Context: an optimization exercise on an open-source flow, tuned for small area. The choices shown serve that exercise and are no tape-out recipe. In this exercise RTL edits were held to simulation tests only and were not proved equivalent to the original. Power and IR drop assume default switching activity.

===== flow/flow/run.sh =====
#!/bin/bash
# Layout flow: the standard synthesis (for the register set and names), then
# the combinational logic is replaced by the gate-level netlist that
# flow/gen.py builds (the same gates as rtl/), then the standard layout.
set -euo pipefail
R=orfs/results/sky130hd/top/base
bash standard.sh synth > synth.log 2>&1
cp $R/1_2_yosys.v $R/1_2_yosys_std.v
python3 flow/gen.py net $R/1_2_yosys_std.v $R/1_2_yosys.v > gen.log 2>&1
rm -f $R/1_synth.odb $R/1_synth.sdc
bash standard.sh "BUFFER_PORTS_ARGS=-buffer_cell sky130_fd_sc_hd__buf_1" finish > layout.log 2>&1

===== flow/flow/gen.py =====
#!/usr/bin/env python3
"""Gate-level generator for the 4x4 int8 MAC array.

One gate list describes every multiply-accumulate cell: Baugh-Wooley partial
products fused with the 16-bit accumulator into a single column-compression
tree of full and half adders.  The beat is registered first (a_q, b_q, pv),
so the tree runs register to register.  The accumulator is stored inverted
(nacc = ~acc, reset to all ones), so every partial product is a NAND/NOR and
the whole tree runs on inverted bits without inverters (a full adder is
self-dual).

  gen.py rtl DIR              write DIR/rtl/*.v (plain Verilog, same gates)
  gen.py net STD.v OUT.v      write a sky130hd netlist for the layout, taking
                              the flip-flop instances verbatim from the
                              standard synthesis netlist STD.v
"""
import re
import sys

W = 16
T_IN, T_Q = 0.9, 0.45          # arrival of gated a / b and of flop outputs
D = {"fa_s": 0.50, "fa_c": 0.40, "ha_s": 0.30, "ha_c": 0.20, "x2": 0.22,
     "g": 0.12}


class Mac:
    """Gate list of one MAC cell with local net names."""

    def __init__(self):
        self.g = []            # (cell, {pin: net}) ; outputs included
        self.n = 0
        self.inv = {}          # net -> inverted net (shared inverters)

    def new(self, p="n"):
        self.n += 1
        return "%s%d" % (p, self.n)

    def add(self, cell, **pins):
        self.g.append((cell, pins))

    def invert(self, net):
        if net not in self.inv:
            o = self.new("i")
            self.add("inv_1", A=net, Y=o)
            self.inv[net] = o
        return self.inv[net]


def build_mac():
    m = Mac()
    # columns hold signals (net, pol, t): true value = net ^ pol
    cols = [[] for _ in range(W)]
    const = 0
    for i in range(8):
        for j in range(8):
            k = i + j
            if k >= W:
                continue
            o = m.new("p")
            if i == 7 and j < 7:
                # true term ~(a7 b_j); its inverse a7 b_j = nor(~a7, ~b_j)
                m.add("nor2_1", A="agn[7]", B="bn[%d]" % j, Y=o)
            elif j == 7 and i < 7:
                m.add("nor2_1", A="agn[%d]" % i, B="bn[7]", Y=o)
            else:
                m.add("nand2_1", A="ag[%d]" % i, B="b[%d]" % j, Y=o)
            cols[k].append((o, 1, T_IN + D["g"]))
    const = ((1 << 15) + (1 << 8)) % (1 << W)
    for k in range(W):
        cols[k].append(("nacc[%d]" % k, 1, T_Q))
    consts = [(const >> k) & 1 for k in range(W)]

    nxt = [None] * W
    stats = {"fa": 0, "ha": 0, "inv": 0, "x": 0}

    def same_pol(col, n):
        """pick n earliest signals, preferring one polarity"""
        col.sort(key=lambda s: s[2])
        best = None
        for pol in (1, 0):
            cand = [s for s in col if s[1] == pol][:n]
            if len(cand) == n:
                t = max(s[2] for s in cand)
                if best is None or t < best[0]:
                    best = (t, cand)
        if best is None:
            cand = col[:n]
        else:
            cand = best[1]
        for s in cand:
            col.remove(s)
        return cand

    def to_pol(s, pol):
        if s[1] == pol:
            return s
        stats["inv"] += 1
        return (m.invert(s[0]), pol, s[2] + 0.1)

    for k in range(W):
        col = cols[k]
        if k == W - 1:
            # only the sum bit: xor chain, parity of polarities and constant
            col.sort(key=lambda s: s[2])
            par = consts[k]
            nets = []
            for s in col:
                par ^= s[1]
                nets.append((s[0], s[2]))
            while len(nets) > 1:
                nets.sort(key=lambda s: s[1])
                (x, tx), (y, ty) = nets[0], nets[1]
                del nets[0:2]
                o = m.new("x")
                if len(nets) == 0 and par == 0:
                    # result must be stored inverted: ~(x ^ y)
                    m.add("xnor2_1", A=x, B=y, Y=o)
                    par = 1
                else:
                    m.add("xor2_1", A=x, B=y, X=o)
                stats["x"] += 1
                nets.append((o, max(tx, ty) + D["x2"]))
            if par == 0:
                nxt[k] = m.invert(nets[0][0])
            else:
                nxt[k] = nets[0][0]
            continue
        while True:
            q = consts[k]
            n = len(col)
            if n + q <= 1 and n == 1:
                break
            if q and n >= 2 and (n + q) % 2 == 1 or (q and n == 2):
                # full adder with constant 1: on inverted inputs this is a
                # half adder cell with inverted outputs
                x, y = same_pol(col, 2)
                if x[1] != y[1]:
                    y = to_pol(y, x[1])
                s, c = m.new("s"), m.new("c")
                t = max(x[2], y[2])
                if x[1] == 1:
                    m.add("ha_1", A=x[0], B=y[0], SUM=s, COUT=c)
                    col.append((s, 1, t + D["ha_s"]))
                    cols[k + 1].append((c, 1, t + D["ha_c"]))
                else:
                    m.add("xnor2_1", A=x[0], B=y[0], Y=s)
                    m.add("or2_1", A=x[0], B=y[0], X=c)
                    col.append((s, 0, t + D["ha_s"]))
                    cols[k + 1].append((c, 0, t + D["ha_c"]))
                consts[k] = 0
                stats["ha"] += 1
                continue
            if q and n == 1:
                # add constant 1 to a single bit: sum = ~x, carry = x
                x = col.pop()
                col.append((x[0], x[1] ^ 1, x[2]))
                cols[k + 1].append(x)
                consts[k] = 0
                continue
            if n >= 3:
                x, y, z = same_pol(col, 3)
                pol = 1 if (x[1] + y[1] + z[1]) >= 2 else 0
                x, y, z = to_pol(x, pol), to_pol(y, pol), to_pol(z, pol)
                s, c = m.new("s"), m.new("c")
                m.add("fa_1", A=x[0], B=y[0], CIN=z[0], SUM=s, COUT=c)
                t = max(x[2], y[2], z[2])
                col.append((s, pol, t + D["fa_s"]))
                cols[k + 1].append((c, pol, t + D["fa_c"]))
                stats["fa"] += 1
                continue
            # two bits: half adder
            x, y = same_pol(col, 2)
            if x[1] != y[1]:
                y = to_pol(y, x[1])
            s, c = m.new("s"), m.new("c")
            t = max(x[2], y[2])
            if x[1] == 0:
                m.add("ha_1", A=x[0], B=y[0], SUM=s, COUT=c)
                col.append((s, 0, t + D["ha_s"]))
                cols[k + 1].append((c, 0, t + D["ha_c"]))
            else:
                # true sum x^y = ~x ^ ~y, inverted: xnor ; true carry x&y,
                # inverted: ~x | ~y
                m.add("xnor2_1", A=x[0], B=y[0], Y=s)
                m.add("or2_1", A=x[0], B=y[0], X=c)
                col.append((s, 1, t + D["ha_s"]))
                cols[k + 1].append((c, 1, t + D["ha_c"]))
            stats["ha"] += 1
        s = col[0]
        if s[1] == 0:
            nxt[k] = m.invert(s[0])
        else:
            nxt[k] = s[0]
    # name each column's final bit after the register input it drives
    assert len(set(nxt)) == W
    ren = {}
    for k in range(W):
        assert not nxt[k].startswith("nacc") and "[" not in nxt[k]
        ren[nxt[k]] = "nxt[%d]" % k
    m.g = [(cell, dict((p, ren.get(v, v)) for p, v in pins.items()))
           for cell, pins in m.g]

    # saturation of acc = ~nacc to signed 8 bits
    x1, x2, y1, y2, A, B = (m.new("q") for _ in range(6))
    m.add("nand4_1", A="nacc[14]", B="nacc[13]", C="nacc[12]", D="nacc[11]", Y=x1)
    m.add("nand4_1", A="nacc[10]", B="nacc[9]", C="nacc[8]", D="nacc[7]", Y=x2)
    m.add("nor4_1", A="nacc[14]", B="nacc[13]", C="nacc[12]", D="nacc[11]", Y=y1)
    m.add("nor4_1", A="nacc[10]", B="nacc[9]", C="nacc[8]", D="nacc[7]", Y=y2)
    m.add("o21ai_0", A1=x1, A2=x2, B1="nacc[15]", Y=A)
    m.add("a21oi_1", A1=y1, A2=y2, B1="nacc[15]", Y=B)
    for i in range(7):
        m.add("a21oi_1", A1="nacc[%d]" % i, A2=A, B1=B, Y="result[%d]" % i)
    m.add("inv_1", A="nacc[15]", Y="result[7]")
    m.stats = stats
    return m


OUTS = {"Y", "X", "SUM", "COUT", "HI", "LO"}

EXPR = {
    "inv_1": lambda p: "~%s" % p["A"],
    "nand2_1": lambda p: "~(%s & %s)" % (p["A"], p["B"]),
    "nor2_1": lambda p: "~(%s | %s)" % (p["A"], p["B"]),
    "or2_1": lambda p: "%s | %s" % (p["A"], p["B"]),
    "xor2_1": lambda p: "%s ^ %s" % (p["A"], p["B"]),
    "xnor2_1": lambda p: "~(%s ^ %s)" % (p["A"], p["B"]),
    "nand4_1": lambda p: "~(%s & %s & %s & %s)" % (p["A"], p["B"], p["C"], p["D"]),
    "nor4_1": lambda p: "~(%s | %s | %s | %s)" % (p["A"], p["B"], p["C"], p["D"]),
    "o21ai_0": lambda p: "~((%s | %s) & %s)" % (p["A1"], p["A2"], p["B1"]),
    "a21oi_1": lambda p: "~((%s & %s) | %s)" % (p["A1"], p["A2"], p["B1"]),
    "buf_alias": lambda p: p["A"],
}


def rtl_lines(m):
    out = []
    for cell, p in m.g:
        if cell == "fa_1":
            a, b, c = p["A"], p["B"], p["CIN"]
            out.append("    assign %s = %s ^ %s ^ %s;" % (p["SUM"], a, b, c))
            out.append("    assign %s = (%s & %s) | (%s & %s) | (%s & %s);"
                       % (p["COUT"], a, b, a, c, b, c))
        elif cell == "ha_1":
            out.append("    assign %s = %s ^ %s;" % (p["SUM"], p["A"], p["B"]))
            out.append("    assign %s = %s & %s;" % (p["COUT"], p["A"], p["B"]))
        else:
            o = [v for k, v in p.items() if k in OUTS][0]
            out.append("    assign %s = %s;" % (o, EXPR[cell](p)))
    return out


def local_wires(m):
    ws = set()
    for cell, p in m.g:
        for k, v in p.items():
            if k in OUTS and "[" not in v:
                ws.add(v)
    return sorted(ws, key=lambda s: (s[0], int(s[1:])))


def write_rtl(d):
    m = build_mac()
    mac = ["// Generated by flow/gen.py (see gen/README.md). Do not edit.",
           "// One multiply-accumulate cell: nacc holds the inverted 16-bit",
           "// accumulator; each step adds ag*b to acc = ~nacc, and result is",
           "// acc saturated to signed 8 bits.",
           "module int8mac (",
           "    input  [7:0] ag,     // gated A[c]",
           "    input  [7:0] agn,    // ~ag",
           "    input  [7:0] b,      // B[r]",
           "    input  [7:0] bn,     // ~b",
           "    input        clk, reset,",
           "    output [7:0] result",
           ");",
           "    reg  [15:0] nacc;",
           "    wire [15:0] nxt;",
           "    wire " + ", ".join(local_wires(m)) + ";"]
    mac += rtl_lines(m)
    mac += ["",
            "    always @(posedge clk or negedge reset) begin",
            "        if (!reset) nacc <= 16'hffff;",
            "        else        nacc <= nxt;",
            "    end",
            "endmodule", ""]
    open(d + "/rtl/int8mac.v", "w").write("\n".join(mac))
    open(d + "/rtl/normalizer.v", "w").write(
        "// The saturation to signed 8 bits is part of int8mac (rtl/int8mac.v),\n"
        "// computed from the inverted accumulator.\n")
    sa = """// 4x4 array of multiply-accumulate cells.  A beat is registered in the
// cycle it is accepted (a_q, b_q, pv) and added in the next: cell (r, c)
// accumulates A[c] * B[r].
module systolic_array (
    input          clk,
    input          reset,
    input  [31:0]  matrixA,
    input  [31:0]  matrixB,
    input          valid_in,
    output [127:0] result,
    output         busy      // a registered beat is not yet accumulated
);
    reg  [31:0] a_q, b_q;
    reg         pv;

    always @(posedge clk) begin
        a_q <= matrixA;
        b_q <= matrixB;
    end

    always @(posedge clk or negedge reset) begin
        if (!reset) pv <= 1'b0;
        else        pv <= valid_in;
    end

    assign busy = pv;

    wire [31:0] agn = ~(a_q & {32{pv}});
    wire [31:0] ag  = ~agn;
    wire [31:0] bn  = ~b_q;

    genvar r, c;
    generate
        for (r = 0; r < 4; r = r + 1) begin : row
            for (c = 0; c < 4; c = c + 1) begin : col
                int8mac mac (
                    .ag(ag[31-8*c -: 8]),
                    .agn(agn[31-8*c -: 8]),
                    .b(b_q[31-8*r -: 8]),
                    .bn(bn[31-8*r -: 8]),
                    .clk(clk), .reset(reset),
                    .result(result[127-8*(4*r+c) -: 8])
                );
            end
        end
    endgenerate
endmodule
"""
    open(d + "/rtl/systolic_array.v", "w").write(sa)
    top = """module top (
    input axi_clk,axi_rst_n,
    //AXI4-S Master
    output reg m_axis_valid,
    output [127:0] m_axis_data,
    input m_axis_ready,
    //AXI4-S Slave
    input s_axis_valid,
    input [63:0] s_axis_data,
    output s_axis_ready
);
    wire busy;

    systolic_array uut (
        .clk(axi_clk),
        .reset(axi_rst_n),
        .matrixA(s_axis_data[63:32]),
        .matrixB(s_axis_data[31:0]),
        .valid_in(s_axis_valid),
        .result(m_axis_data),
        .busy(busy)
    );

    assign s_axis_ready = 1'b1;

    // a beat accepted at an edge is in the accumulators one edge later, so
    // the results are valid after every edge at which no beat is accepted
    always @(posedge axi_clk or negedge axi_rst_n) begin
        if (!axi_rst_n) m_axis_valid <= 1'b0;
        else            m_axis_valid <= !s_axis_valid;
    end
endmodule
"""
    open(d + "/rtl/AXI4_Stream_wrapper.v", "w").write(top)
    sys.stderr.write("mac: %s, gates %d\n" % (m.stats, len(m.g)))


def esc(n):
    if re.match(r"^(s_axis_data|m_axis_data)\[\d+\]$", n):
        return n
    return n if re.match(r"^[A-Za-z_][A-Za-z0-9_]*$", n) else "\\" + n + " "


def unesc(n):
    n = n.strip()
    return n[1:].strip() if n.startswith("\\") else n


def write_net(std, outp):
    txt = open(std).read()
    cells = re.findall(r"^\s*(sky130_fd_sc_hd__\w+)\s+(\\\S+|\S+)\s*\((.*?)\);",
                       txt, re.S | re.M)
    regs = {}
    keep = []
    for typ, name, body in cells:
        if not re.match(r"sky130_fd_sc_hd__(df|sdf|edf)", typ):
            continue
        pins = dict((p, unesc(v)) for p, v in re.findall(r"\.(\w+)\(([^()]*)\)", body))
        nm = unesc(name)
        base = nm.split("$")[0]
        regs[base] = (typ, pins)
        keep.append("  %s %s (%s);" % (typ, name.strip() + (" " if name.startswith("\\") else ""),
                                        body.strip()))
    expect = {"m_axis_valid": "dfrtp", "uut.pv": "dfrtp"}
    for i in range(32):
        expect["uut.a_q[%d]" % i] = "dfxtp"
        expect["uut.b_q[%d]" % i] = "dfxtp"
    for r in range(4):
        for c in range(4):
            for k in range(W):
                expect["uut.row[%d].col[%d].mac.nacc[%d]" % (r, c, k)] = "dfstp"
    if set(regs) != set(expect):
        raise SystemExit("register set differs: %s" % sorted(set(regs) ^ set(expect))[:10])
    for k, t in expect.items():
        if not regs[k][0].startswith("sky130_fd_sc_hd__" + t):
            raise SystemExit("register %s is %s" % (k, regs[k][0]))

    def Q(b):
        return regs[b][1]["Q"]

    def Dn(b):
        return regs[b][1]["D"]

    m = build_mac()
    lines = []
    wires = set()
    cnt = [0]

    def inst(cell, pins):
        cnt[0] += 1
        lines.append("  sky130_fd_sc_hd__%s g%d (%s);" % (
            cell, cnt[0], ", ".join(".%s(%s)" % (k, esc(v)) for k, v in pins.items())))
        for k, v in pins.items():
            if k in OUTS:
                wires.add(v)

    # registers loaded straight from ports
    direct = {"uut.pv": "s_axis_valid"}
    for i in range(32):
        direct["uut.a_q[%d]" % i] = "s_axis_data[%d]" % (32 + i)
        direct["uut.b_q[%d]" % i] = "s_axis_data[%d]" % i
    for b, p in direct.items():
        if Dn(b) != p:
            inst("buf_1", {"A": p, "X": Dn(b)})
    inst("inv_1", {"A": "s_axis_valid", "Y": Dn("m_axis_valid")})
    inst("conb_1", {"HI": "s_axis_ready"})
    # shared signals
    for c in range(4):
        for i in range(8):
            a = Q("uut.a_q[%d]" % (24 - 8 * c + i))
            inst("nand2_1", {"A": a, "B": Q("uut.pv"), "Y": "agn_%d_%d" % (c, i)})
            inst("inv_1", {"A": "agn_%d_%d" % (c, i), "Y": "ag_%d_%d" % (c, i)})
    for r in range(4):
        for j in range(8):
            inst("inv_1", {"A": Q("uut.b_q[%d]" % (24 - 8 * r + j)), "Y": "bn_%d_%d" % (r, j)})
    for r in range(4):
        for c in range(4):
            pre = "m%d%d_" % (r, c)
            mac = "uut.row[%d].col[%d].mac." % (r, c)

            def mp(v):
                mm = re.match(r"^(\w+)\[(\d+)\]$", v)
                if mm:
                    s, i = mm.group(1), int(mm.group(2))
                    if s == "ag":
                        return "ag_%d_%d" % (c, i)
                    if s == "agn":
                        return "agn_%d_%d" % (c, i)
                    if s == "b":
                        return Q("uut.b_q[%d]" % (24 - 8 * r + i))
                    if s == "bn":
                        return "bn_%d_%d" % (r, i)
                    if s == "nacc":
                        return Q(mac + "nacc[%d]" % i)
                    if s == "nxt":
                        return Dn(mac + "nacc[%d]" % i)
                    if s == "result":
                        return "m_axis_data[%d]" % (127 - 8 * (4 * r + c) - 7 + i)
                    raise SystemExit(v)
                return pre + v
            for cell, p in m.g:
                inst(cell, dict((k, mp(v)) for k, v in p.items()))
    ports = """module top(axi_clk, axi_rst_n, m_axis_valid, m_axis_data, m_axis_ready, s_axis_valid, s_axis_data, s_axis_ready);
  input axi_clk;
  input axi_rst_n;
  output m_axis_valid;
  output [127:0] m_axis_data;
  input m_axis_ready;
  input s_axis_valid;
  input [63:0] s_axis_data;
  output s_axis_ready;
"""
    portnames = {"m_axis_valid", "s_axis_ready", "s_axis_valid", "axi_clk", "axi_rst_n"}
    allw = set(wires)
    for typ, pins in regs.values():
        allw.add(pins["Q"])
        allw.add(pins["D"])
    decl = []
    for w in sorted(allw):
        if re.match(r"^(m_axis_data|s_axis_data)\[\d+\]$", w) or w in portnames:
            continue
        decl.append("  wire %s;" % esc(w))
    body = ports + "\n".join(decl) + "\n" + "\n".join(keep) + "\n" + "\n".join(lines) + "\nendmodule\n"
    open(outp, "w").write(body)


if __name__ == "__main__":
    if sys.argv[1] == "rtl":
        write_rtl(sys.argv[2])
    else:
        write_net(sys.argv[2], sys.argv[3])

===== flow/standard.sh =====
#!/bin/bash
# synth_recipe.tcl (not shown) runs the flow's synth.tcl, then flattens the netlist and writes it again
# the make line also repeats each setting of config.mk as NAME=value (left out here)
make -C /OpenROAD-flow-scripts/flow DESIGN_CONFIG=/design/flow/config.mk WORK_HOME=/design/flow/orfs CLKGATE_MAP_FILE= SYNTH_SCRIPT=/design/flow/synth_recipe.tcl "${@:-finish}"

===== flow/config.mk =====
export PLATFORM = sky130hd
export DESIGN_NAME = top
export DESIGN_NICKNAME = top
export VERILOG_FILES = /design/flow/design.v
export SDC_FILE = /design/flow/constraint.sdc
export NUM_CORES = 4
export LEC_CHECK = 0
export CAP_MARGIN = 20
export CORE_MARGIN = 2
export CORE_UTILIZATION = 65
export CTS_CLUSTER_DIAMETER = 100
export CTS_CLUSTER_SIZE = 30
export GPL_TIMING_DRIVEN = 0
export PLACE_DENSITY = 0.8
export SLEW_MARGIN = 20

===== flow/constraint.sdc =====
create_clock -name core_clock -period 8.0 [get_ports {axi_clk}]
set_input_delay 1.6000 -clock core_clock [delete_from_list [all_inputs] [get_ports {axi_clk}]]
set_output_delay 1.6000 -clock core_clock [all_outputs]
set_load 0.01 [all_outputs]

===== flow/design.v =====
module int8mac (
    input  [7:0] ag,      
    input  [7:0] agn,     
    input  [7:0] b,       
    input  [7:0] bn,      
    input        clk, reset,
    output [7:0] result
);
    reg  [15:0] nacc;
    wire [15:0] nxt;
    wire c66, c68, c70, c72, c74, c76, c78, c80, c82, c84, c86, c88, c90, c92, c94, c96, c98, c100, c102, c104, c106, c108, c110, c112, c114, c116, c118, c120, c122, c124, c126, c128, c130, c132, c134, c136, c138, c140, c142, c144, c146, c148, c150, c152, c154, c156, c158, c160, c162, c164, c166, c168, c170, c172, c174, c176, c178, c180, c182, c184, c186, c188, c190, c192, c194, c196, c198, c200, c202, c204, c206, p1, p2, p3, p4, p5, p6, p7, p8, p9, p10, p11, p12, p13, p14, p15, p16, p17, p18, p19, p20, p21, p22, p23, p24, p25, p26, p27, p28, p29, p30, p31, p32, p33, p34, p35, p36, p37, p38, p39, p40, p41, p42, p43, p44, p45, p46, p47, p48, p49, p50, p51, p52, p53, p54, p55, p56, p57, p58, p59, p60, p61, p62, p63, p64, q209, q210, q211, q212, q213, q214, s67, s71, s73, s77, s79, s81, s85, s87, s89, s91, s95, s97, s99, s101, s103, s107, s109, s111, s113, s115, s117, s121, s123, s125, s127, s129, s131, s133, s137, s139, s141, s143, s145, s147, s149, s153, s155, s157, s159, s161, s163, s167, s169, s171, s173, s175, s179, s181, s183, s185, s189, s191, s193, s197, s199, s203, x207;
    assign p1 = ~(ag[0] & b[0]);
    assign p2 = ~(ag[0] & b[1]);
    assign p3 = ~(ag[0] & b[2]);
    assign p4 = ~(ag[0] & b[3]);
    assign p5 = ~(ag[0] & b[4]);
    assign p6 = ~(ag[0] & b[5]);
    assign p7 = ~(ag[0] & b[6]);
    assign p8 = ~(agn[0] | bn[7]);
    assign p9 = ~(ag[1] & b[0]);
    assign p10 = ~(ag[1] & b[1]);
    assign p11 = ~(ag[1] & b[2]);
    assign p12 = ~(ag[1] & b[3]);
    assign p13 = ~(ag[1] & b[4]);
    assign p14 = ~(ag[1] & b[5]);
    assign p15 = ~(ag[1] & b[6]);
    assign p16 = ~(agn[1] | bn[7]);
    assign p17 = ~(ag[2] & b[0]);
    assign p18 = ~(ag[2] & b[1]);
    assign p19 = ~(ag[2] & b[2]);
    assign p20 = ~(ag[2] & b[3]);
    assign p21 = ~(ag[2] & b[4]);
    assign p22 = ~(ag[2] & b[5]);
    assign p23 = ~(ag[2] & b[6]);
    assign p24 = ~(agn[2] | bn[7]);
    assign p25 = ~(ag[3] & b[0]);
    assign p26 = ~(ag[3] & b[1]);
    assign p27 = ~(ag[3] & b[2]);
    assign p28 = ~(ag[3] & b[3]);
    assign p29 = ~(ag[3] & b[4]);
    assign p30 = ~(ag[3] & b[5]);
    assign p31 = ~(ag[3] & b[6]);
    assign p32 = ~(agn[3] | bn[7]);
    assign p33 = ~(ag[4] & b[0]);
    assign p34 = ~(ag[4] & b[1]);
    assign p35 = ~(ag[4] & b[2]);
    assign p36 = ~(ag[4] & b[3]);
    assign p37 = ~(ag[4] & b[4]);
    assign p38 = ~(ag[4] & b[5]);
    assign p39 = ~(ag[4] & b[6]);
    assign p40 = ~(agn[4] | bn[7]);
    assign p41 = ~(ag[5] & b[0]);
    assign p42 = ~(ag[5] & b[1]);
    assign p43 = ~(ag[5] & b[2]);
    assign p44 = ~(ag[5] & b[3]);
    assign p45 = ~(ag[5] & b[4]);
    assign p46 = ~(ag[5] & b[5]);
    assign p47 = ~(ag[5] & b[6]);
    assign p48 = ~(agn[5] | bn[7]);
    assign p49 = ~(ag[6] & b[0]);
    assign p50 = ~(ag[6] & b[1]);
    assign p51 = ~(ag[6] & b[2]);
    assign p52 = ~(ag[6] & b[3]);
    assign p53 = ~(ag[6] & b[4]);
    assign p54 = ~(ag[6] & b[5]);
    assign p55 = ~(ag[6] & b[6]);
    assign p56 = ~(agn[6] | bn[7]);
    assign p57 = ~(agn[7] | bn[0]);
    assign p58 = ~(agn[7] | bn[1]);
    assign p59 = ~(agn[7] | bn[2]);
    assign p60 = ~(agn[7] | bn[3]);
    assign p61 = ~(agn[7] | bn[4]);
    assign p62 = ~(agn[7] | bn[5]);
    assign p63 = ~(agn[7] | bn[6]);
    assign p64 = ~(ag[7] & b[7]);
    assign nxt[0] = ~(nacc[0] ^ p1);
    assign c66 = nacc[0] | p1;
    assign s67 = nacc[1] ^ p2 ^ p9;
    assign c68 = (nacc[1] & p2) | (nacc[1] & p9) | (p2 & p9);
    assign nxt[1] = ~(c66 ^ s67);
    assign c70 = c66 | s67;
    assign s71 = nacc[2] ^ p3 ^ p10;
    assign c72 = (nacc[2] & p3) | (nacc[2] & p10) | (p3 & p10);
    assign s73 = p17 ^ c68 ^ s71;
    assign c74 = (p17 & c68) | (p17 & s71) | (c68 & s71);
    assign nxt[2] = ~(c70 ^ s73);
    assign c76 = c70 | s73;
    assign s77 = nacc[3] ^ p4 ^ p11;
    assign c78 = (nacc[3] & p4) | (nacc[3] & p11) | (p4 & p11);
    assign s79 = p18 ^ p25 ^ c72;
    assign c80 = (p18 & p25) | (p18 & c72) | (p25 & c72);
    assign s81 = s77 ^ c74 ^ s79;
    assign c82 = (s77 & c74) | (s77 & s79) | (c74 & s79);
    assign nxt[3] = ~(c76 ^ s81);
    assign c84 = c76 | s81;
    assign s85 = nacc[4] ^ p5 ^ p12;
    assign c86 = (nacc[4] & p5) | (nacc[4] & p12) | (p5 & p12);
    assign s87 = p19 ^ p26 ^ p33;
    assign c88 = (p19 & p26) | (p19 & p33) | (p26 & p33);
    assign s89 = c78 ^ s85 ^ s87;
    assign c90 = (c78 & s85) | (c78 & s87) | (s85 & s87);
    assign s91 = c80 ^ s89 ^ c82;
    assign c92 = (c80 & s89) | (c80 & c82) | (s89 & c82);
    assign nxt[4] = ~(c84 ^ s91);
    assign c94 = c84 | s91;
    assign s95 = nacc[5] ^ p6 ^ p13;
    assign c96 = (nacc[5] & p6) | (nacc[5] & p13) | (p6 & p13);
    assign s97 = p20 ^ p27 ^ p34;
    assign c98 = (p20 & p27) | (p20 & p34) | (p27 & p34);
    assign s99 = p41 ^ c86 ^ c88;
    assign c100 = (p41 & c86) | (p41 & c88) | (c86 & c88);
    assign s101 = s95 ^ s97 ^ c90;
    assign c102 = (s95 & s97) | (s95 & c90) | (s97 & c90);
    assign s103 = s99 ^ s101 ^ c92;
    assign c104 = (s99 & s101) | (s99 & c92) | (s101 & c92);
    assign nxt[5] = ~(c94 ^ s103);
    assign c106 = c94 | s103;
    assign s107 = nacc[6] ^ p7 ^ p14;
    assign c108 = (nacc[6] & p7) | (nacc[6] & p14) | (p7 & p14);
    assign s109 = p21 ^ p28 ^ p35;
    assign c110 = (p21 & p28) | (p21 & p35) | (p28 & p35);
    assign s111 = p42 ^ p49 ^ c96;
    assign c112 = (p42 & p49) | (p42 & c96) | (p49 & c96);
    assign s113 = c98 ^ s107 ^ s109;
    assign c114 = (c98 & s107) | (c98 & s109) | (s107 & s109);
    assign s115 = c100 ^ s111 ^ s113;
    assign c116 = (c100 & s111) | (c100 & s113) | (s111 & s113);
    assign s117 = c102 ^ s115 ^ c104;
    assign c118 = (c102 & s115) | (c102 & c104) | (s115 & c104);
    assign nxt[6] = ~(c106 ^ s117);
    assign c120 = c106 | s117;
    assign s121 = nacc[7] ^ p8 ^ p15;
    assign c122 = (nacc[7] & p8) | (nacc[7] & p15) | (p8 & p15);
    assign s123 = p22 ^ p29 ^ p36;
    assign c124 = (p22 & p29) | (p22 & p36) | (p29 & p36);
    assign s125 = p43 ^ p50 ^ p57;
    assign c126 = (p43 & p50) | (p43 & p57) | (p50 & p57);
    assign s127 = c108 ^ c110 ^ s121;
    assign c128 = (c108 & c110) | (c108 & s121) | (c110 & s121);
    assign s129 = s123 ^ s125 ^ c112;
    assign c130 = (s123 & s125) | (s123 & c112) | (s125 & c112);
    assign s131 = c114 ^ s127 ^ s129;
    assign c132 = (c114 & s127) | (c114 & s129) | (s127 & s129);
    assign s133 = c116 ^ s131 ^ c118;
    assign c134 = (c116 & s131) | (c116 & c118) | (s131 & c118);
    assign nxt[7] = ~(c120 ^ s133);
    assign c136 = c120 | s133;
    assign s137 = nacc[8] ^ p16;
    assign c138 = nacc[8] & p16;
    assign s139 = p23 ^ p30 ^ p37;
    assign c140 = (p23 & p30) | (p23 & p37) | (p30 & p37);
    assign s141 = p44 ^ p51 ^ p58;
    assign c142 = (p44 & p51) | (p44 & p58) | (p51 & p58);
    assign s143 = s137 ^ c122 ^ c124;
    assign c144 = (s137 & c122) | (s137 & c124) | (c122 & c124);
    assign s145 = c126 ^ s139 ^ s141;
    assign c146 = (c126 & s139) | (c126 & s141) | (s139 & s141);
    assign s147 = c128 ^ s143 ^ s145;
    assign c148 = (c128 & s143) | (c128 & s145) | (s143 & s145);
    assign s149 = c130 ^ s147 ^ c132;
    assign c150 = (c130 & s147) | (c130 & c132) | (s147 & c132);
    assign nxt[8] = s149 ^ c134 ^ c136;
    assign c152 = (s149 & c134) | (s149 & c136) | (c134 & c136);
    assign s153 = nacc[9] ^ p24 ^ p31;
    assign c154 = (nacc[9] & p24) | (nacc[9] & p31) | (p24 & p31);
    assign s155 = p38 ^ p45 ^ p52;
    assign c156 = (p38 & p45) | (p38 & p52) | (p45 & p52);
    assign s157 = p59 ^ c138 ^ c140;
    assign c158 = (p59 & c138) | (p59 & c140) | (c138 & c140);
    assign s159 = c142 ^ s153 ^ s155;
    assign c160 = (c142 & s153) | (c142 & s155) | (s153 & s155);
    assign s161 = c144 ^ c146 ^ s157;
    assign c162 = (c144 & c146) | (c144 & s157) | (c146 & s157);
    assign s163 = s159 ^ c148 ^ s161;
    assign c164 = (s159 & c148) | (s159 & s161) | (c148 & s161);
    assign nxt[9] = s163 ^ c150 ^ c152;
    assign c166 = (s163 & c150) | (s163 & c152) | (c150 & c152);
    assign s167 = nacc[10] ^ p32 ^ p39;
    assign c168 = (nacc[10] & p32) | (nacc[10] & p39) | (p32 & p39);
    assign s169 = p46 ^ p53 ^ p60;
    assign c170 = (p46 & p53) | (p46 & p60) | (p53 & p60);
    assign s171 = c154 ^ c156 ^ s167;
    assign c172 = (c154 & c156) | (c154 & s167) | (c156 & s167);
    assign s173 = s169 ^ c158 ^ c160;
    assign c174 = (s169 & c158) | (s169 & c160) | (c158 & c160);
    assign s175 = s171 ^ c162 ^ s173;
    assign c176 = (s171 & c162) | (s171 & s173) | (c162 & s173);
    assign nxt[10] = c164 ^ s175 ^ c166;
    assign c178 = (c164 & s175) | (c164 & c166) | (s175 & c166);
    assign s179 = nacc[11] ^ p40 ^ p47;
    assign c180 = (nacc[11] & p40) | (nacc[11] & p47) | (p40 & p47);
    assign s181 = p54 ^ p61 ^ c168;
    assign c182 = (p54 & p61) | (p54 & c168) | (p61 & c168);
    assign s183 = c170 ^ s179 ^ c172;
    assign c184 = (c170 & s179) | (c170 & c172) | (s179 & c172);
    assign s185 = s181 ^ c174 ^ s183;
    assign c186 = (s181 & c174) | (s181 & s183) | (c174 & s183);
    assign nxt[11] = c176 ^ s185 ^ c178;
    assign c188 = (c176 & s185) | (c176 & c178) | (s185 & c178);
    assign s189 = nacc[12] ^ p48 ^ p55;
    assign c190 = (nacc[12] & p48) | (nacc[12] & p55) | (p48 & p55);
    assign s191 = p62 ^ c180 ^ s189;
    assign c192 = (p62 & c180) | (p62 & s189) | (c180 & s189);
    assign s193 = c182 ^ s191 ^ c184;
    assign c194 = (c182 & s191) | (c182 & c184) | (s191 & c184);
    assign nxt[12] = c186 ^ s193 ^ c188;
    assign c196 = (c186 & s193) | (c186 & c188) | (s193 & c188);
    assign s197 = nacc[13] ^ p56 ^ p63;
    assign c198 = (nacc[13] & p56) | (nacc[13] & p63) | (p56 & p63);
    assign s199 = c190 ^ s197 ^ c192;
    assign c200 = (c190 & s197) | (c190 & c192) | (s197 & c192);
    assign nxt[13] = s199 ^ c194 ^ c196;
    assign c202 = (s199 & c194) | (s199 & c196) | (c194 & c196);
    assign s203 = nacc[14] ^ p64 ^ c198;
    assign c204 = (nacc[14] & p64) | (nacc[14] & c198) | (p64 & c198);
    assign nxt[14] = s203 ^ c200 ^ c202;
    assign c206 = (s203 & c200) | (s203 & c202) | (c200 & c202);
    assign x207 = nacc[15] ^ c204;
    assign nxt[15] = ~(x207 ^ c206);
    assign q209 = ~(nacc[14] & nacc[13] & nacc[12] & nacc[11]);
    assign q210 = ~(nacc[10] & nacc[9] & nacc[8] & nacc[7]);
    assign q211 = ~(nacc[14] | nacc[13] | nacc[12] | nacc[11]);
    assign q212 = ~(nacc[10] | nacc[9] | nacc[8] | nacc[7]);
    assign q213 = ~((q209 | q210) & nacc[15]);
    assign q214 = ~((q211 & q212) | nacc[15]);
    assign result[0] = ~((nacc[0] & q213) | q214);
    assign result[1] = ~((nacc[1] & q213) | q214);
    assign result[2] = ~((nacc[2] & q213) | q214);
    assign result[3] = ~((nacc[3] & q213) | q214);
    assign result[4] = ~((nacc[4] & q213) | q214);
    assign result[5] = ~((nacc[5] & q213) | q214);
    assign result[6] = ~((nacc[6] & q213) | q214);
    assign result[7] = ~nacc[15];
    always @(posedge clk or negedge reset) begin
        if (!reset) nacc <= 16'hffff;
        else        nacc <= nxt;
    end
endmodule
module systolic_array (
    input          clk,
    input          reset,
    input  [31:0]  matrixA,
    input  [31:0]  matrixB,
    input          valid_in,
    output [127:0] result,
    output         busy       
);
    reg  [31:0] a_q, b_q;
    reg         pv;
    always @(posedge clk) begin
        a_q <= matrixA;
        b_q <= matrixB;
    end
    always @(posedge clk or negedge reset) begin
        if (!reset) pv <= 1'b0;
        else        pv <= valid_in;
    end
    assign busy = pv;
    wire [31:0] agn = ~(a_q & {32{pv}});
    wire [31:0] ag  = ~agn;
    wire [31:0] bn  = ~b_q;
    genvar r, c;
    generate
        for (r = 0; r < 4; r = r + 1) begin : row
            for (c = 0; c < 4; c = c + 1) begin : col
                int8mac mac (
                    .ag(ag[31-8*c -: 8]),
                    .agn(agn[31-8*c -: 8]),
                    .b(b_q[31-8*r -: 8]),
                    .bn(bn[31-8*r -: 8]),
                    .clk(clk), .reset(reset),
                    .result(result[127-8*(4*r+c) -: 8])
                );
            end
        end
    endgenerate
endmodule
module top (
    input axi_clk,axi_rst_n,
    output reg m_axis_valid,
    output [127:0] m_axis_data,
    input m_axis_ready,
    input s_axis_valid,
    input [63:0] s_axis_data,
    output s_axis_ready
);
    wire busy;
    systolic_array uut (
        .clk(axi_clk),
        .reset(axi_rst_n),
        .matrixA(s_axis_data[63:32]),
        .matrixB(s_axis_data[31:0]),
        .valid_in(s_axis_valid),
        .result(m_axis_data),
        .busy(busy)
    );
    assign s_axis_ready = 1'b1;
    always @(posedge axi_clk or negedge axi_rst_n) begin
        if (!axi_rst_n) m_axis_valid <= 1'b0;
        else            m_axis_valid <= !s_axis_valid;
    end
endmodule

==> flow_summary.yaml <==
run_status:
  status: "no timing/DRC/antenna violations"
worst_setup_path:
  r2r_setup_slack_ns: 0.12
  critical_path.startpoint: "uut.pv"
  worstSetupEndpointType: "flop"
  crit_fanout: 23
  crit_arrival_ns: 8.38
  r2r-end: "uut.row[2].col[3].mac.nacc[15]"
  crit_top_cell: "fa_1"
  r2r_start: "uut.pv"
  reg2reg_depth: 18
  slowest_delay_ns: 0.83
  worstSetupStartpointType: "flop"
  cp-endpoint: "uut.row[2].col[3].mac.nacc[15]"
  cp_cell_sequence: "buf_12 > nand2_1 > clkinvlp_2 > nand2_1 > fa_1 > fa_1 > fa_1 > fa_1 > fa_1 > or2_1 > fa_1 > fa_1 > fa_1 > fa_1 > fa_1 > fa_1 > fa_1 > xnor2_1"
  critPathSlowestCell: "clkinvlp_2"
  critPathKind: "flop to flop"
  cp.required_ns: 8.50
sta:
  hold_viol_final: 0
  fmax_mhz: 127
  tightest_slew_ns: 1.16
  period_needed_ns: 7.88
  fin_crit_sh: 0.984
  clock_skew_ns: 0.0510
  setup_viol: 0
  whs_ns: 0.502
  final_max_slew_viol_count: 0
  relSlewSlack: 0.227
route:
  dr.pass1.iters: 6
  drtIter0Drc: 2764
  ant_nets: 0
  wl_per_cell_um: 25.8
  num_vias: 25400
  viasPerCell: 6.38
  drt-total-wl_mm: 103
  drc: 0
layout:
  final_util: 0.726
  n_fill_cell: 3566
  area_growth_pct: 9.90
  seq_area_sq_um: 8090
  drive_above_1_share: 0.135
  finalNetCount: 4350
  multi_input_area_sq_um: 27400
clocking:
  cts_tree: "built"
  clock_sinks: 322
  path_clk_slew_ns: 0.12
  cts.hold.buffers_added: 0
  cts.path.max_buffers: 3
  cts-root-buf: "clkbuf_16"
  cts_made_buffers: 19
  clk_latency_ns: 0.60
  cts_max_level: 1
min_path:
  hold_class: "flop to flop"
grt:
  grt_pass1_wl_mm: 160
  grt_max_degree: 34
  grt_pass1_vias: 29000
  track_usage: 0.378
  antenna_found_initial: 2
  gr-total-overflow: 0
floorplanning:
  num_rows: 85
  die-area_sq_um: 56800
  start_util: 0.661
  io_pins: 198
  core_sq_um: 54000
  die_w_um: 238
  fp.dieH_um: 238
yosys:
  synth_nets: 4040
  synth.avg_cell_area_sq_um: 12.0
  synth_cells: 2964
  yosysWarnings: 3
  syn-cell-area_sq_um: 35700
placed_design:
  port_buffers: 195
  gp_congestion: 0.918
  hpwlAfterDp_mm: 71.7
pwr:
  p_leak_uw: 0.0129
  powerDensity_nw_per_um2: 453
  vdd.ir_drop.worst_v: 0.000300
run:
  cap_violations: 0
==> flip-flops by register name, summed over array words and instances (netlist names) <==
| register | count |
|---|---|
| uut.b_q | 32 |
| uut.pv | 1 |
| uut.a_q | 32 |
| m_axis_valid | 1 |
| uut.row.col.mac.nacc | 256 |
==> routing by layer <==
metal / GRT usage / vias up / part of all wire
met3: 0.112 / 480 / 0.12
li1: - / 9809 / -
met5: 0 / - / 0.000087
met4: 0.239 / 2 / 0.076
met1: 0.485 / 13300 / 0.34
met2: 0.573 / 1838 / 0.46
==> power by group <==
part / switching (uW) / internal [uW]
combinational: 6500 / 5830
clock: 729 / 491
sequential: 921 / 3300
==> how the worst min path moves through the flow <==
stage                                  start                       endpoint  slack, ns  cells past startpoint
3_5_place_dp   uut.row[3].col[3].mac.nacc[0]  uut.row[3].col[3].mac.nacc[0]       0.49                      1
5_1_grt        uut.row[3].col[3].mac.nacc[0]  uut.row[3].col[3].mac.nacc[0]       0.51                      1
2_1_floorplan  uut.row[0].col[0].mac.nacc[0]  uut.row[0].col[0].mac.nacc[0]       0.47                      1
4_1_cts        uut.row[1].col[1].mac.nacc[0]  uut.row[1].col[1].mac.nacc[0]       0.50                      1
6_report       uut.row[1].col[0].mac.nacc[0]  uut.row[1].col[0].mac.nacc[0]       0.50                      1
3_3_place_gp   uut.row[3].col[0].mac.nacc[0]  uut.row[3].col[0].mac.nacc[0]       0.48                      1
==> timing repair <==
item / 4_1_cts / 5_1_grt
pin swaps: 0 / 0
gates cloned: 5 / 12
setup endpoints to repair: 33 / 30
buffers inserted: 12 / 35
gates resized for setup: 20 / 15
==> layout make-up <==
cell class | instances | area share
diodes | 2 | 0.000128
clock buffers | 19 | 0.0121
clock inverters | 15 | 0.00526
inverters | 81 | 0.00956
multi-input cells | 2561 | 0.697
flip-flops and latches | 322 | 0.206
well taps | 696 | 0.0222
repair buffers | 272 | 0.0443
repair inverters | 17 | 0.00287
==> metrics by stage <==
stage	instances	setup slack (ns)	setup TNS (ns)	cell area, sq um	total power [uW]
2_1_floorplan	2964	0.447	0	35700	12900
3_3_place_gp	3855	-7.67	-984.71	37300	15500
3_5_place_dp	3880	-0.461	-6.48	37900	16200
4_1_cts	3931	0.00224	0	38800	17700
5_1_grt	3983	-0.00504	-0.00504	39200	19500
6_report	3985	0.125	0	39200	17800
==> worst max-delay path, delay by kind of cell (launching register included) <==
kind	cells	cell delay [ns]
AND/OR/NAND/NOR	3	0.99
XOR/XNOR	1	0.15
adder cells (fa/ha/maj)	12	5.05
flip-flops	1	0.54
buffers and inverters	2	1.06
==> cell usage in the layout (no fill, tap or decap), types with 3 or more instances in the layout <==
| cell | count |
|---|---|
| a21oi_1 | 128 |
| inv_1 | 56 |
| clkinv_8 | 3 |
| xor2_1 | 16 |
| buf_4 | 45 |
| dfxtp_1 | 36 |
| o21ai_0 | 16 |
| ha_1 | 16 |
| inv_2 | 3 |
| clkinvlp_4 | 30 |
| clkinv_2 | 3 |
| buf_8 | 5 |
| clkbuf_16 | 19 |
| nor2_1 | 224 |
| buf_1 | 194 |
| clkinvlp_2 | 6 |
| dfstp_2 | 256 |
| clkinv_1 | 3 |
| nor4_1 | 32 |
| fa_1 | 992 |
| or2_1 | 128 |
| nand2_1 | 824 |
| nand2_2 | 8 |
| nand4_1 | 32 |
| dfxtp_2 | 28 |
| buf_12 | 20 |
| xnor2_1 | 144 |
| buf_16 | 7 |

==> static timing again, ports no longer ideal <==
The results above use ideal ports. As a check the final layout listed here was re-extracted and re-timed, cells and wires unchanged. Step 1 assumes that a clkbuf_16 drives the clock port and a buf_2 every other input. Step 2 adds t to the input delays and takes it off the output delays; t is the mean of the earliest and latest rising clock arrival at the registers after step 1. Input paths then give back, and output paths get back, about the clock's delay inside the block. Three values: ideal ports, drivers, drivers and shift; two values: the first two.
t (ns): 0.637
slack for setup (ns): 0.125 / 0.125 / 0.125
worst hold slack (ns): 0.502 / 0.502 / 0.502
After both steps this run still meets setup and hold. The setup slack of this run moves by 0.000 ns with the drivers and by 0.000 ns with both steps.
